What follows belongs to an exercise in optimizing a design on an open flow for small area and a short achievable clock period; a production flow would make more cautious choices.
Function was checked by simulation only, so behaviour that the tests miss may differ from the original.
Power is estimated from default activity; no workload was simulated.

==> flow/design.v, too long to show whole: its modules and the start of the top module <==
// module fa: 4 lines
// module ha: 4 lines
// module top_fp_mul_N32_M23_E8: 1341 lines
module top_fp_mul_N32_M23_E8(input  wire clk,
                             input  wire [31:0] a1,
                             input  wire [31:0] b1,
                             output wire [31:0] y);
  // ...
==> flow/flow/run.sh <==
#!/bin/bash
bash standard.sh MATCH_CELL_FOOTPRINT=0 "BUFFER_PORTS_ARGS=-buffer_cell sky130_fd_sc_hd__buf_2" finish > standard.log 2>&1
==> flow/standard.sh <==
#!/bin/bash
# synth_recipe.tcl (not shown) runs the flow's synth.tcl, then flattens the netlist and writes it again
# the make line also repeats each setting of config.mk as NAME=value (left out here)
make -C /OpenROAD-flow-scripts/flow DESIGN_CONFIG=/design/flow/config.mk WORK_HOME=/design/flow/orfs CLKGATE_MAP_FILE= SYNTH_SCRIPT=/design/flow/synth_recipe.tcl "${@:-finish}"
==> flow/config.mk <==
export PLATFORM = sky130hd
export DESIGN_NAME = top_fp_mul_N32_M23_E8
export DESIGN_NICKNAME = top_fp_mul_N32_M23_E8
export VERILOG_FILES = /design/flow/design.v
export SDC_FILE = /design/flow/constraint.sdc
export NUM_CORES = 4
export LEC_CHECK = 0
export ABC_AREA = 1
export CAP_MARGIN = 20
export CORE_MARGIN = 2
export CORE_UTILIZATION = 50
export CTS_CLUSTER_SIZE = 30
export PLACE_DENSITY = 0.8
export SETUP_SLACK_MARGIN = 4.0
export SLEW_MARGIN = 70
export SYNTH_HIERARCHICAL = 1
==> flow/constraint.sdc <==
create_clock -name core_clock -period 8.5 [get_ports {clk}]
set_input_delay 1.7000 -clock core_clock [delete_from_list [all_inputs] [get_ports {clk}]]
set_output_delay 1.7000 -clock core_clock [all_outputs]
set_load 0.01 [all_outputs]
==> results.sh, run 1 <==
export IMPL_result_of_the_run="finished clean"
export IMPL_ff_latch_area_um2=2650
export IMPL_crit_fanout=5
export IMPL_clock_power_share_pct=9.9
export IMPL_clk_insertion_delay_late_ns=0.44
export IMPL_report_final_slew_viol_count=0
export IMPL_tapcell_inserted=442
export IMPL_n_sequential_cell=129
export IMPL_antennaDiodeCount=0
export IMPL_power_internal_uw=3720
export IMPL_detail_route_drc_violations=0
export IMPL_globalRoute_totalOverflow=0
export IMPL_final_signal_inverter_count=133
export IMPL_initial_utilization_pct=50.6
export IMPL_place_area_um2=17200
export IMPL_utilization_pct=56.3
export IMPL_pwr_group_combinational_uw=5510
export IMPL_path_depth=16
export IMPL_combinational_cell_fraction_of_total_power_pct=75.7
export IMPL_clk_power_uw=717
export IMPL_multi_input_gate_share_of_the_layout_cell_area_pct=70.9
export IMPL_yosys_area_top_type="sky130_fd_sc_hd__fa_1"
export IMPL_finalWeightedCongestion=0.922
export IMPL_timing_critical_path_buf_inv=2
export IMPL_clkTransAtPathRegs_ns=0.07
export IMPL_top_power_group="combinational logic"
export IMPL_areaGrowthSynthToFinish_pct=11.3
export IMPL_rr_worst_depth=10
export IMPL_finalNonFillerCells=2258
export IMPL_max_clock_path_buffers=2
export IMPL_vias_per_cell=6.21
export IMPL_depth_of_the_worst_hold_timing_path=0
export IMPL_wl_met3_mm=5.94
export IMPL_gr_util_met3_pct=8.61
export IMPL_p_switching_uw=3560
export IMPL_final_hpwl_dp_mm=32.0
export IMPL_start_kind="flip-flop"
export IMPL_crit_family="simple AND/OR/NAND/NOR gates"
==> run 2, diff against run 1 <==
--- a/flow/config.mk
+++ b/flow/config.mk
@@ -13,3 +13,3 @@
 export PLACE_DENSITY = 0.8
-export SETUP_SLACK_MARGIN = 4.0
+export SETUP_SLACK_MARGIN = 4.5
 export SLEW_MARGIN = 70
==> results.sh, run 2 <==
export IMPL_min_delay_path_class="flip-flop to flip-flop"
export IMPL_detail_route_drc_violations=0
export IMPL_final_hpwl_dp_mm=31.9
export IMPL_result_of_the_run="finished clean"
export IMPL_most_frequent_standard_cell_in_the_layout_excluding_fill_and_tap_cells="sky130_fd_sc_hd__xor2_1"
export IMPL_ys_ff_latch=129
export IMPL_final_setup_viol_count=0
export IMPL_num_vias=14263
export IMPL_worst_clock_skew_ns=0.0185
export IMPL_tritoncts_clock_tree="yes"
export IMPL_max_clock_path_buffers=2
export IMPL_die_area_um2=34200
export IMPL_postSynthNetCount=2157
export IMPL_setup_tns_final_ns=0
export IMPL_netlist_area_leader_share_pct=32.8
export IMPL_hold_viol_final=0
export IMPL_synth_warning_count=7
export IMPL_highest_count_cells_in_the_layout_ignoring_fill_and_taps="sky130_fd_sc_hd__xor2_1, sky130_fd_sc_hd__fa_1, sky130_fd_sc_hd__o22ai_1"
export IMPL_pre_cts_slack_ns=4.11
export IMPL_fillerInstances=2658
export IMPL_registers_top_by_ff_count="rx"
export IMPL_crit_fanout=6
export IMPL_utilization_pct=58.7
export IMPL_vias_per_cell=6.26
export IMPL_timing_critical_path_mode_cell="sky130_fd_sc_hd__nand2_1"
export IMPL_cts_buffers_inserted=17
export IMPL_drtPass1Iterations=10
export IMPL_peakVddDrop_uv=232
export IMPL_clkTransAtPathRegs_ns=0.07
export IMPL_period_share_pct=51.9
export IMPL_cts_root_buf="sky130_fd_sc_hd__clkbuf_16"
export IMPL_antenna_found_initial=0
export IMPL_first_pass_grt_wire_length_mm=76.6
export IMPL_ys_seq_area_share_pct=15.8
export IMPL_path_cells="ha_4 -> a21o_1 -> a21oi_2 -> o21bai_4 -> nand2_1 -> nand2_2 -> nand2_2 -> nand2_4 -> nand2_4 -> nand4_1 -> buf_6 -> nand2_8 -> clkinv_8 -> nand2_1 -> nand2_1 -> buf_2"
export IMPL_routed_wl_mm=50.6
export IMPL_number_of_nets_still_failing_antenna_checks_after_routing=0
export IMPL_end_kind="output pin"
export IMPL_grtUsageTotal_pct=28.9
export IMPL_die_height_um=185
export IMPL_vias_in_the_first_global_route=14479
export IMPL_crit_path_top_delay_cell="sky130_fd_sc_hd__dfxtp_2"
export IMPL_report_final_slew_viol_count=0
export IMPL_largest_net_degree_at_the_start_of_global_routing=28
export IMPL_io_pins=97
export IMPL_htreeDepth=4
export IMPL_row_count=66
export IMPL_die_width_um=185
export IMPL_worst_slew_margin_rel_pct=73.3
export IMPL_registers_with_the_most_flip_flops="rx: 25 flops, ra_n: 23 flops, ry: 23 flops"
export IMPL_max_clock_freq_ghz=0.226
export IMPL_post_synth_most_frequent_cells="sky130_fd_sc_hd__xor2_1, sky130_fd_sc_hd__fa_1, sky130_fd_sc_hd__o22ai_1"
export IMPL_initial_utilization_pct=50.6
export IMPL_largest_reg_flops=25
export IMPL_power_per_cell_area_nw_per_um2=405
export IMPL_drt_initial_drc_count=2029
export IMPL_rsz0062_at_grt="true"
export IMPL_synthFlopType="sky130_fd_sc_hd__dfxtp_1"
export IMPL_final_layout_size_suffix_gt1_share_pct=17.8
export IMPL_crit_arrival_ns=2.72
export IMPL_synth_most_common_cell="sky130_fd_sc_hd__xor2_1"
export IMPL_clk_insertion_delay_late_ns=0.42
export IMPL_wl_per_cell_um=22.2
export IMPL_start_kind="flip-flop"
export IMPL_ys_top_cells_by_area="sky130_fd_sc_hd__fa_1, sky130_fd_sc_hd__dfxtp_1, sky130_fd_sc_hd__xor2_1, sky130_fd_sc_hd__o22ai_1, sky130_fd_sc_hd__nand2_1"
export IMPL_globalRoute_totalOverflow=0
export IMPL_ys_types=51
export IMPL_netlist_instances=1763
export IMPL_smallest_setup_slack_after_layout_ns=4.08
export IMPL_finalWeightedCongestion=0.933
export IMPL_crit_path_max_incr_delay_ns=0.33
export IMPL_nets=2219
export IMPL_crit_required_ns=6.80
export IMPL_antennaDiodeCount=0
export IMPL_areaGrowthSynthToFinish_pct=16.2
export IMPL_yosys_area_top_type="sky130_fd_sc_hd__fa_1"
export IMPL_path_class="flip-flop to output pin"
export IMPL_core_area_um2=32400
export IMPL_period_minus_slack_ns=4.42
export IMPL_clkSinkCount=129
export IMPL_portBuffers=96
export IMPL_synth_edf_count=0
export IMPL_cap_violations=0
export IMPL_leak_uw=0.00834
export IMPL_holdBufCountCts=0
export IMPL_worst_slew_pin_tran_ns=0.395
export IMPL_synth_async_sr_flop_share_pct=0
export IMPL_synthesis_area_per_instance_um2=9.28
export IMPL_mappedNetlistArea_um2=16400
[run 2: cell types whose count changed in the layout (fill, tap and decap cells not counted), moves of 6 or more]
cell / delta
sky130_fd_sc_hd__o22ai_1: -6
sky130_fd_sc_hd__o22ai_2: +6
sky130_fd_sc_hd__nand2_1: -18
sky130_fd_sc_hd__buf_4: -22
sky130_fd_sc_hd__clkbuf_16: +8
sky130_fd_sc_hd__nand2_4: +6
sky130_fd_sc_hd__dfxtp_2: +7
sky130_fd_sc_hd__buf_6: +25
sky130_fd_sc_hd__buf_12: +14
sky130_fd_sc_hd__nand2_2: +12
[run 2: final cells by class]
cell class | count | area [um^2] | area share, %
Clock inverter | 10 | 129 | 0.678
Tap cell | 442 | 553 | 2.91
Multi-Input combinational cell | 1371 | 13100 | 69.1
Inverter | 130 | 509 | 2.68
Timing Repair Buffer | 173 | 1480 | 7.78
Sequential cell | 129 | 2640 | 13.9
Clock buffer | 22 | 518 | 2.72
Timing Repair inverter | 3 | 38.8 | 0.204
[run 2: modules after synthesis (local to each module, per instance)]
| module | flip-flops and latches | cell area (um^2) | copies in the design | cells inside |
|---|---|---|---|---|
| fa | 0 | 20.0 | 264 | 1 |
| ha | 0 | 12.5 | 20 | 1 |
| top_fp_mul_N32_M23_E8 | 129 | 10800 | 1 | 1479 |
[run 2: worst max-delay path: cells and delay by family (launching register included)]
kind / cells / cell delay, ns
buffers and inverters: 3 / 0.43
and+or+nand+nor: 9 / 0.83
adders and majority gates: 1 / 0.24
DFF: 1 / 0.33
AOI/OAI and AO/OA: 3 / 0.45
[run 2: final timing paths]
check	start	end	slack, ns	cells after the start
max	rx[2]	y[12]	4.08	16
min	rs	rs2	0.33	0
max reg2reg	ra_n[5]	rx[9]	4.53	9
min reg2reg	rs	rs2	0.33	0
[run 2: metal layers]
layer / share of wire, % / track usage [%]
met1: 37 / 37.4
met3: 14 / 7.75
met2: 46 / 45.9
met4: 4.1 / 11.7
met5: 0 / 0
[run 2: logic make-up after synthesis]
group                    after synthesis  synth area share (%)
AO/OA/AOI/OAI                        381                  14.8
multiplexers                           1                0.0688
buffers and inverters                268                  6.42
adder cells (fa/ha/maj)              329                  37.4
XOR/XNOR                             318                  17.0
AND/OR/NAND/NOR                      337                  8.51
flip-flops                           129                  15.8
[run 2: stage by stage]
| step | power [uW] | hold WS (ns) | instances | instance area (um^2) |
|---|---|---|---|---|
| 2_1_floorplan | 4710 | 0.310 | 1763 | 16400 |
| 3_3_place_gp | 5900 | 0.310 | 2209 | 17200 |
| 3_5_place_dp | 6150 | 0.313 | 2209 | 17200 |
| 4_1_cts | 7290 | 0.328 | 2260 | 18300 |
| 5_1_grt | 8440 | 0.329 | 2280 | 19000 |
| 6_report | 7700 | 0.325 | 2280 | 19000 |
[run 2: repair_timing]
| item | 4_1_cts | 5_1_grt |
|---|---|---|
| setup endpoints to repair | 38 | 46 |
| cloned | 7 | 6 |
| resized for setup | 59 | 114 |
| buffers inserted | 12 | 14 |
| pin swaps | 16 | 26 |
[run 2: report_power, final]
group	switching (uW)	total, uW	internal [uW]
clock network	295	795	500
registers	179	1050	866
logic	3260	5860	2600
total	3740	7700	3970

-- re-timing with driven ports --
Ports are ideal in the flow. The routed layouts listed here were re-timed in OpenROAD.
Step 1: set_driving_cell puts a clkbuf_16 on clk and a buf_2 on each other input, an assumption about the parent block.
Step 2, shift: input delay + t, output delay - t, t = (earliest + latest rising clock arrival at the registers) / 2. This alone moves slack from input paths to output paths.
Three values: ideal ports, drivers, drivers and shift; two values: the first two.
run	t, ns	setup slack, ns	hold slack, ns	slew at the worst register clock pin (ns)	cell pins on the clock port's net
run 1	0.480	4.078 / 4.036 / 4.302	0.325 / 0.325 / 0.325	0.07 / 0.07	1
run 2	0.458	4.084 / 4.040 / 4.498	0.325 / 0.325 / 0.325	0.07 / 0.07	1
After both steps setup and hold are still met in every run listed.
